This design comes from an exercise in tuning for small area on the open sky130 flow, not from production work. Only simulation tests tie the RTL to the original design; equivalence was not proved. No activity file was given, so power comes from the tool's default toggle rates.

**design.v**
```verilog
module NewDatabusArbiter_v2 (
    sys_clk,
    data_in,  
    valid,
    porb,
    por_pulseb,
    timeoutb,
    eep_loadb,
    en_rail_rail,
    eeprom_cache,
    data_out,
    read_eep,
    pgm_eep,
    cache_out,
    p2s_en,
    reg0_ldb,
    reg1_ldb,
    reg2_ldb,
    reg3_ldb,
    eep_cycleb,
    eep_clrb
);
parameter MESSAGE_WIDTH         = 30;
parameter DATA_WIDTH                = 16;
parameter MODE_WIDTH                = 4;
parameter DATA_SEL_WIDTH        = 3;
parameter CHIP_ID_REV           = 16'hF001;
parameter CACHE_WIDTH           = 64;
input wire sys_clk;
input wire [MESSAGE_WIDTH-1:0] data_in;
input wire valid;
input wire porb;
input wire por_pulseb;
input wire timeoutb;
input wire eep_loadb;
input wire en_rail_rail;
input wire [CACHE_WIDTH-1:0] eeprom_cache;
output reg [DATA_WIDTH-1:0] data_out;
output reg read_eep;
output reg pgm_eep;
output wire [CACHE_WIDTH-1:0] cache_out;
output reg p2s_en;
output reg reg0_ldb;
output reg reg1_ldb;
output reg reg2_ldb;
output reg reg3_ldb;
output reg eep_cycleb;
output reg eep_clrb;
wire int_rstb;
assign int_rstb = porb & por_pulseb & timeoutb;
reg [MODE_WIDTH-1:0] int_mode;
reg [DATA_SEL_WIDTH-1:0] int_data_sel;
reg [DATA_WIDTH-1:0] reg0;
reg [DATA_WIDTH-1:0] reg1;
reg [DATA_WIDTH-1:0] reg2;
reg [DATA_WIDTH-1:0] reg3;
assign cache_out = {reg3, reg2, reg1, reg0};
reg en_rail_rail_ff;
reg [2:0] sel_eep_state;
reg [2:0] sel_reg_state;
reg readback_eep;
reg readback_reg;
reg write_reg;
reg [3:0] addr_code;
reg readback_id_rev;
reg [7:0] fxn_code;
reg select_eep;
reg select_reg;
reg selecting_eep;
reg selecting_reg;
wire eep_clrb_int;
assign eep_clrb_int = ~pgm_eep & porb;
reg write_reg_ff;
reg valid_ff;
always @(posedge sys_clk, negedge int_rstb) begin
    if (int_rstb == 1'b0) begin
        int_mode <= {MODE_WIDTH {1'b0}};
        int_data_sel <= {DATA_SEL_WIDTH {1'b0}};
        valid_ff <= 1'b0;
    end else if (valid == 1'b1) begin
        int_mode <= data_in[21:18];
        int_data_sel <= data_in[4:2];
        valid_ff <= 1'b1;
    end else if (valid == 1'b0) begin
        valid_ff <= 1'b0;
    end
end
always @(posedge sys_clk) begin
    eep_clrb <= eep_clrb_int;
end
always @(posedge sys_clk, negedge int_rstb) begin
    if (int_rstb == 1'b0) begin
        select_reg <= 1'b0;
        select_eep <= 1'b0;
        read_eep <= 1'b0;
        pgm_eep <= 1'b0;
        en_rail_rail_ff <= 1'b0;
        eep_cycleb <= 1'b1;
        p2s_en <= 1'b0;
        readback_eep <= 1'b0;
        readback_reg <= 1'b0;
        fxn_code <= 8'h00;
        readback_id_rev <= 1'b0;
        write_reg <= 1'b0;
        addr_code <= 4'h0;
    end else if (valid_ff == 1'b1) begin
        if (int_mode == 4'h0) begin
            write_reg <= 1'b1;
            addr_code <= 4'b0001;
        end else if (int_mode == 4'h1) begin
            write_reg <= 1'b1;
            addr_code <= 4'b0010;
        end else if (int_mode == 4'h2) begin
            write_reg <= 1'b1;
            addr_code <= 4'b0100;
        end else if (int_mode == 4'h3) begin
            write_reg <= 1'b1;
            addr_code <= 4'b1000;
        end else if (int_mode == 4'h4) begin
            readback_id_rev <= 1'b1;
            p2s_en <= 1'b1;
        end else if (int_mode == 4'h5 && int_data_sel == 3'b000) begin
            fxn_code <= 8'b00000001;
            readback_reg <= 1'b1;
            p2s_en <= 1'b1;
        end else if (int_mode == 4'h5 && int_data_sel == 3'b001) begin
            fxn_code <= 8'b00000010;
            readback_reg <= 1'b1;
            p2s_en <= 1'b1;
        end else if (int_mode == 4'h5 && int_data_sel == 3'b010) begin
            fxn_code <= 8'b00000100;
            readback_reg <= 1'b1;
            p2s_en <= 1'b1;
        end else if (int_mode == 4'h5 && int_data_sel == 3'b011) begin
            fxn_code <= 8'b00001000;
            readback_reg <= 1'b1;
            p2s_en <= 1'b1;
        end else if (int_mode == 4'h5 && int_data_sel == 3'b100) begin
            fxn_code <= 8'b00010000;
            read_eep <= 1'b1;
            readback_eep <= 1'b1;
            p2s_en <= 1'b1;
        end else if (int_mode == 4'h5 && int_data_sel == 3'b101) begin
            fxn_code <= 8'b00100000;
            read_eep <= 1'b1;
            readback_eep <= 1'b1;
            p2s_en <= 1'b1;
        end else if (int_mode == 4'h5 && int_data_sel == 3'b110) begin
            fxn_code <= 8'b01000000;
            read_eep <= 1'b1;
            readback_eep <= 1'b1;
            p2s_en <= 1'b1;
        end else if (int_mode == 4'h5 && int_data_sel == 3'b111) begin
            fxn_code <= 8'b10000000;
            read_eep <= 1'b1;
            readback_eep <= 1'b1;
            p2s_en <= 1'b1;
        end else if (int_mode == 4'h6) begin
            eep_cycleb <= 1'b0;
            if (en_rail_rail == 1'b1) begin
                en_rail_rail_ff <= 1'b1;
            end else if (en_rail_rail == 1'b0 && en_rail_rail_ff == 1'b1) begin
                pgm_eep <= 1'b1;
            end
        end else if (int_mode == 4'h7 && int_data_sel == 3'b000) begin
            read_eep <= 1'b1;
            select_eep <= 1'b1;
        end else if (int_mode == 4'h7 && int_data_sel == 3'b001) begin
            select_reg <= 1'b1;
        end     
    end else if (valid_ff == 1'b0) begin
        select_reg <= 1'b0;
        select_eep <= 1'b0;
        read_eep <= 1'b0;
        pgm_eep <= 1'b0;
        en_rail_rail_ff <= 1'b0;
        eep_cycleb <= 1'b1;
        p2s_en <= 1'b0;
        readback_eep <= 1'b0;
        readback_reg <= 1'b0;
        fxn_code <= 8'h00;
        readback_id_rev <= 1'b0;
        write_reg <= 1'b0;
        addr_code <= 4'h0;
    end
end
always @(posedge sys_clk, negedge porb) begin
    if (!porb) begin
        reg0 <= {DATA_WIDTH {1'b0}};
        reg1 <= {DATA_WIDTH {1'b0}};
        reg2 <= {DATA_WIDTH {1'b0}};
        reg3 <= {DATA_WIDTH {1'b0}};
    end else if (int_rstb == 1'b1 && write_reg == 1'b1 && write_reg_ff == 1'b0) begin
        case (addr_code)
            4'b0001:    reg0 <= data_in[17:2];
            4'b0010:    reg1 <= data_in[17:2];
            4'b0100: reg2 <= data_in[17:2];
            4'b1000: reg3 <= data_in[17:2];
        endcase
    end
end
always @(posedge sys_clk, negedge int_rstb) begin
    if (!int_rstb) begin
        sel_eep_state <= 3'b000;
        sel_reg_state <= 3'b000;
        data_out <= {DATA_WIDTH {1'b0}};
        reg0_ldb <= 1'b0;
        reg1_ldb <= 1'b0;
        reg2_ldb <= 1'b0;
        reg3_ldb <= 1'b0;
        selecting_eep <= 1'b0;
        selecting_reg <= 1'b0;
        write_reg_ff <= 1'b0;
    end else if (write_reg == 1'b1 && write_reg_ff == 1'b0) begin
        write_reg_ff <= 1'b1;
    end else if (readback_id_rev) begin
        data_out <= CHIP_ID_REV;
    end else if (readback_reg) begin
        case (fxn_code)
            8'b00000001: data_out <= reg0;
            8'b00000010: data_out <= reg1;
            8'b00000100: data_out <= reg2;
            8'b00001000: data_out <= reg3;
            default: data_out <= {DATA_WIDTH {1'b0}};
        endcase
    end else if (readback_eep) begin 
        case (fxn_code)
            8'b00010000: data_out <= eeprom_cache[15:0];
            8'b00100000: data_out <= eeprom_cache[31:16];
            8'b01000000: data_out <= eeprom_cache[47:32];
            8'b10000000: data_out <= eeprom_cache[63:48];
            default: data_out <= {DATA_WIDTH {1'b0}};
        endcase
    end else if (!eep_cycleb) begin
        data_out <= {DATA_WIDTH {1'b0}};
    end else if (select_eep == 1'b1 || selecting_eep == 1'b1) begin
        case (sel_eep_state)
            3'b000: begin
                selecting_eep <= 1'b1;
                data_out <= eeprom_cache[15:0];
                reg0_ldb <= 1'b1;
                reg1_ldb <= 1'b0;
                reg2_ldb <= 1'b0;
                reg3_ldb <= 1'b0;
                sel_eep_state <= 3'b001;
            end
            3'b001: begin
                selecting_eep <= 1'b1;
                data_out <= eeprom_cache[31:16];
                reg0_ldb <= 1'b0;
                reg1_ldb <= 1'b1;
                reg2_ldb <= 1'b0;
                reg3_ldb <= 1'b0;
                sel_eep_state <= 3'b010;
            end
            3'b010: begin
                selecting_eep <= 1'b1;
                data_out <= eeprom_cache[47:32];
                reg0_ldb <= 1'b0;
                reg1_ldb <= 1'b0;
                reg2_ldb <= 1'b1;
                reg3_ldb <= 1'b0;
                sel_eep_state <= 3'b011;
            end
            3'b011: begin
                selecting_eep <= 1'b1;
                data_out <= eeprom_cache[63:48];
                reg0_ldb <= 1'b0;
                reg1_ldb <= 1'b0;
                reg2_ldb <= 1'b0;
                reg3_ldb <= 1'b1;
                sel_eep_state <= 3'b100;
            end
            default: begin
                selecting_eep <= 1'b0;
                data_out <= {DATA_WIDTH {1'b0}};
                reg0_ldb <= 1'b0;
                reg1_ldb <= 1'b0;
                reg2_ldb <= 1'b0;
                reg3_ldb <= 1'b0;
                sel_eep_state <= 3'b100;
            end
        endcase
    end else if (select_reg == 1'b1 || selecting_reg == 1'b1) begin
        case(sel_reg_state)
            3'b000: begin
                selecting_reg <= 1'b1;
                data_out <= reg0;
                reg0_ldb <= 1'b1;
                reg1_ldb <= 1'b0;
                reg2_ldb <= 1'b0;
                reg3_ldb <= 1'b0;
                sel_reg_state <= 3'b001;
            end
            3'b001: begin
                selecting_reg <= 1'b1;
                data_out <= reg1;
                reg0_ldb <= 1'b0;
                reg1_ldb <= 1'b1;
                reg2_ldb <= 1'b0;
                reg3_ldb <= 1'b0;
                sel_reg_state <= 3'b010;
            end
            3'b010: begin
                selecting_reg <= 1'b1;
                data_out <= reg2;
                reg0_ldb <= 1'b0;
                reg1_ldb <= 1'b0;
                reg2_ldb <= 1'b1;
                reg3_ldb <= 1'b0;
                sel_reg_state <= 3'b011;
            end
            3'b011: begin
                selecting_reg <= 1'b1;
                data_out <= reg3;
                reg0_ldb <= 1'b0;
                reg1_ldb <= 1'b0;
                reg2_ldb <= 1'b0;
                reg3_ldb <= 1'b1;
                sel_reg_state <= 3'b100;
            end
            default: begin
                selecting_reg <= 1'b0;
                data_out <= {DATA_WIDTH {1'b0}};
                reg0_ldb <= 1'b0;
                reg1_ldb <= 1'b0;
                reg2_ldb <= 1'b0;
                reg3_ldb <= 1'b0;
                sel_reg_state <= 3'b100;
            end
        endcase
    end else begin
        sel_eep_state <= 3'b000;
        sel_reg_state <= 3'b000;
        data_out <= {DATA_WIDTH {1'b0}};
        reg0_ldb <= 1'b0;
        reg1_ldb <= 1'b0;
        reg2_ldb <= 1'b0;
        reg3_ldb <= 1'b0;
        if (addr_code == 4'h0) begin
            write_reg_ff <= 1'b0;
        end
    end
end
endmodule
```
**run.sh**
```bash
#!/bin/bash
# synth_recipe.tcl (not shown) runs the flow's synth.tcl, then flattens the netlist and writes it again
# the make line also repeats each setting of config.mk as NAME=value (left out here)
make -C /OpenROAD-flow-scripts/flow DESIGN_CONFIG=/design/flow/config.mk WORK_HOME=/design/flow/orfs CLKGATE_MAP_FILE= SYNTH_SCRIPT=/design/flow/synth_recipe.tcl finish
```
**config.mk**
```make
export PLATFORM = sky130hd
export DESIGN_NAME = NewDatabusArbiter_v2
export DESIGN_NICKNAME = NewDatabusArbiter_v2
export VERILOG_FILES = /design/flow/design.v
export SDC_FILE = /design/flow/constraint.sdc
export NUM_CORES = 4
export LEC_CHECK = 0
export CAP_MARGIN = 20
export CORE_MARGIN = 2
export CORE_UTILIZATION = 40
export SLEW_MARGIN = 20
```
**constraint.sdc**
```tcl
create_clock -name core_clock -period 5.0 [get_ports {sys_clk}]
set_input_delay 1.0000 -clock core_clock [delete_from_list [all_inputs] [get_ports {sys_clk}]]
set_output_delay 1.0000 -clock core_clock [all_outputs]
set_load 0.01 [all_outputs]
```
==> run_results.csv <==
group,metric,value,unit
clock_tree,cts_buffer_depth,2,
logic_synthesis,syn_inst,640,
global_route,grt_pass1_wl,38500,µm
global_route,grt-ovfl-total,0,
logic_synthesis,synth_edf_count,0,
drt,drt-pass1-iter-count,5,
global_route,antenna_found_initial,0,
logic_synthesis,ys.warnings.count,1,
floorplan,core_region_area,17800,µm²
floorplan,rows,49,
global_route,use_met1,36.0,%
worst_setup_path,rr_endpoint,"sel_reg_state[2]",
timing,fin_crit,2.86,ns
clock_tree,numCtsBuffers,17,
placement,hpwl,17500,µm
worst_setup_path,end_kind,"flop",
floorplan,pin_count,190,
worst_hold_path,min_to,"eep_clrb",
worst_setup_path,required,5.29,ns
timing,setup_tns,0,ns
logic_synthesis,synth.avg_cell_area,11.3,µm²
power_and_ir_drop,sequentialPowerShare,36.6,%
timing,worst_slew_pin_slew,1.09,ns
cells_and_area,area_growth,34.7,%
timing,timing.fmax,0.350,GHz
clock_tree,cts_tree,"yes",
floorplan,die_w,138,µm
clock_tree,cts_hold_buf,0,
timing,slew_headroom,26.9,%
worst_hold_path,holdCritStartpoint,"pgm_eep",
clock_tree,cts_num_sinks,125,
flow_run,drv_cap,0,
drt,drt-initial-drc-count,505,
clock_tree,cts_repair_resize_count,0,
timing,hold_viol,0,
worst_setup_path,start_kind,"input port",
run_status,status,"no timing/DRC/antenna violations",
cells_and_area,layout-drive-gt1-share,13.5,%
logic_synthesis,synthArstFlopShare,99.2,%
power_and_ir_drop,p_per_area,347,nW/µm²
logic_synthesis,ys_types,66,
drt,ant_nets,0,
drt,remaining_drc_errors,0,
worst_setup_path,r2r_cells,5,
power_and_ir_drop,max-vdd-ir-drop,0.275,mV
global_route,grt_use_met3,5.44,%
drt,post_drt_wl_per_cell,23.5,µm
logic_synthesis,ys.flop_type,"dfrtp_1",
cells_and_area,stdcell_count,1038,
floorplan,die-area,19100,µm²
logic_synthesis,ys_ff_latch,125,
placement,dpl-instance-area,9110,µm²
placement,routabilityCongestion,0.888,
timing,setup_viol,0,
power_and_ir_drop,power_switching,1.04,mW
power_and_ir_drop,p_sw_share,30.9,%
global_route,grt_usage,25.7,%
clock_tree,clk_pin_slew_worst_paths,0.06,ns
power_and_ir_drop,p_leak,3.98,nW
timing,skew,0.00678,ns
timing,finalCritPeriodShare,57.2,%
worst_setup_path,crit_chain,"clkdlybuf4s50_1, and3_2, and2_1, nand4b_2, mux2_1",
floorplan,die_h,138,µm
global_route,grt_start_max_net_pins,66,
global_route,busiest_layer,"met2",
worst_setup_path,worstPathArrival,3.15,ns
worst_setup_path,slowest_stage,"nand4b_2",
logic_synthesis,seq_area_frac_synth,43.3,%
floorplan,initial_core_util,40.4,%
cells_and_area,design_area,9710,µm²
timing,rsz0062_at_grt,"false",
global_route,met2_usage,40.8,%
timing,maxSlewViolCount,0,
power_and_ir_drop,internal_power,2.33,mW
placement,dp_cells,1006,
logic_synthesis,synth_area,7210,µm²
drt,wirelength,24400,µm
clock_tree,clockRootBuffer,"clkbuf_16",
clock_tree,clock_latency,0.42,ns
drt,drt-vias-per-instance,6.20,
logic_synthesis,synth_fp_nets,741,
power_and_ir_drop,pwr-share-clk,37.2,%
worst_setup_path,cpPeakStageDelay,0.67,ns
worst_setup_path,path_max_fanout,16,
power_and_ir_drop,pwr-share-comb,26.2,%
worst_hold_path,min_path_cells,1,
global_route,first_global_vias,6444,
cells_and_area,fin_nets,897,
placement,io_buffers,178,
clock_tree,cts_setup_buffers,0,
clock_tree,htreeDepth,4,
worst_setup_path,critPathKind,"input port to flop",
worst_setup_path,r2r_start,"readback_reg",
cells_and_area,antenna_cells,0,
drt,vias,6432,
worst_hold_path,hold_class,"flop to flop",
worst_setup_path,ff2ff_setup_slack,2.22,ns
[critical path, delay by kind of cell]
kind                   cells  cell delay [ns]
muxes                      1             0.58
and+or+nand+nor            3             1.11
buffers and inverters      1             0.45
[cell usage in the layout (no fill, tap or decap), drive strengths merged, types with 3 or more instances in the layout]
cell and instances:
a22o 26, nor2 28, or2 3, clkinv 9, o22ai 12, mux2 71
bufinv 3, nor4b 3, clkbuf 18, mux2i 12, nand2b 11, nand3 6
dfrtp 123, o221ai 4, and2 4, nor3 5, o31ai 4, and3 8
a222oi 6, nand4b 7, buf 10, nand2 34, a221o 7, o21a 8
a31oi 13, a21boi 11, nand4 5, inv 8, o2bb2ai 4, a21oi 19
a32oi 6, nor2b 10, o21ai 36, clkdlybuf4s50 177, a22oi 42, mux4 26
[routing by layer]
| layer | share of wire (%) | vias to the layer above |
|---|---|---|
| li1 | - | 2830 |
| met1 | 43 | 3258 |
| met2 | 47 | 317 |
| met3 | 7.9 | 27 |
| met4 | 1.6 | 0 |
| met5 | 0 | - |
[cell type report]
type                       count  area (µm²)
tap                          229         287
timing repair buffer         187        1840
sequential                   125        3120
multi-input combinational    457        3820
clock buffer                  18         429
inverter                       8        30.0
fill                        1527        8130
clock inverter                14         173
[per-stage QoR]
stage,hold WS (ns),power (mW),util (%),setup WS [ns]
finish,0.464,3.37,54.4,2.14
detailed placement,0.459,2.12,51.0,1.72
CTS,0.467,3.38,54.4,2.13
global route,0.492,3.51,54.4,2.01
floorplan,0.464,1.73,-,1.12
global placement,0.449,2.10,51.0,1.75
[cells in the mapped netlist, types with 5 or more instances]
cell type | number | share of area, %
nand3_1 | 6 | 0.42
dfrtp_1 | 123 | 43
nand2_1 | 34 | 1.8
mux2_2 | 25 | 3.9
nand4_1 | 5 | 0.43
nor2_1 | 28 | 1.5
inv_1 | 8 | 0.42
o21ai_0 | 30 | 2.1
a222oi_1 | 6 | 0.83
a22o_1 | 26 | 3.2
a21oi_1 | 19 | 1.3
a31oi_1 | 13 | 1.1
buf_2 | 16 | 1.1
a221o_1 | 7 | 0.97
nor2b_1 | 9 | 0.78
o21ai_1 | 6 | 0.42
mux2_1 | 46 | 7.2
o21a_1 | 8 | 0.83
nand2b_1 | 11 | 0.95
a32oi_1 | 6 | 0.73
mux2i_1 | 12 | 1.7
mux4_2 | 26 | 8.1
and3_1 | 8 | 0.69
a22oi_1 | 42 | 4.4
o22ai_1 | 12 | 1.0
clkbuf_1 | 27 | 1.4
a21boi_0 | 9 | 0.94
[power by group through the flow]
stage                     clock network [mW]  logic, mW  registers, mW
after global routing                    1.32      0.948           1.25
after CTS                               1.27      0.878           1.23
final                                   1.25      0.881           1.23
after detailed placement                   0      0.873           1.25
after global placement                     0      0.861           1.24
after floorplan                            0      0.501           1.23
[cell families after synthesis]
group,Yosys count,share of synthesized area (%)
AO/OA/AOI/OAI,211,21.0
AND/OR/NAND/NOR,136,11.0
flip-flops,125,43.3
multiplexers,109,20.9
buffers and inverters,58,3.66
XOR/XNOR,1,0.122
[worst max-delay path by stage]
stage                 start          endpoint  depth (start not counted)
4_1_cts            timeoutb           reg0[9]                          5
6_report           timeoutb           reg0[9]                          5
3_5_place_dp       timeoutb           reg0[9]                          5
2_1_floorplan      timeoutb          reg3[10]                          6
3_3_place_gp       timeoutb           reg0[6]                          5
5_1_grt        readback_reg  sel_reg_state[2]                          5

[port drivers added, routing unchanged]
Ports are ideal in the flow. The routed layout listed here was re-timed in OpenROAD. Step 1: set_driving_cell puts a clkbuf_16 on sys_clk and a buf_2 on each other input, an assumption about the parent block. Step 2 times the ports against the registers' clock, not the clock port: input delays grow and output delays shrink by t, the midpoint of the rising clock arrivals with the driver on. a / b / c = ideal / step 1 / step 2; a / b = the first two.
t (ns): 0.458
setup WS [ns]: 2.141 / 2.159 / 1.702
latest minus earliest clock arrival (ns): 0.007 / 0.007
worst data-port slew with drivers (ns): 0.05
pins driven straight from the clock port: 1
After both steps this run still meets setup and hold. The setup slack of this run moves by +0.018 ns with the drivers and by -0.439 ns with both steps.
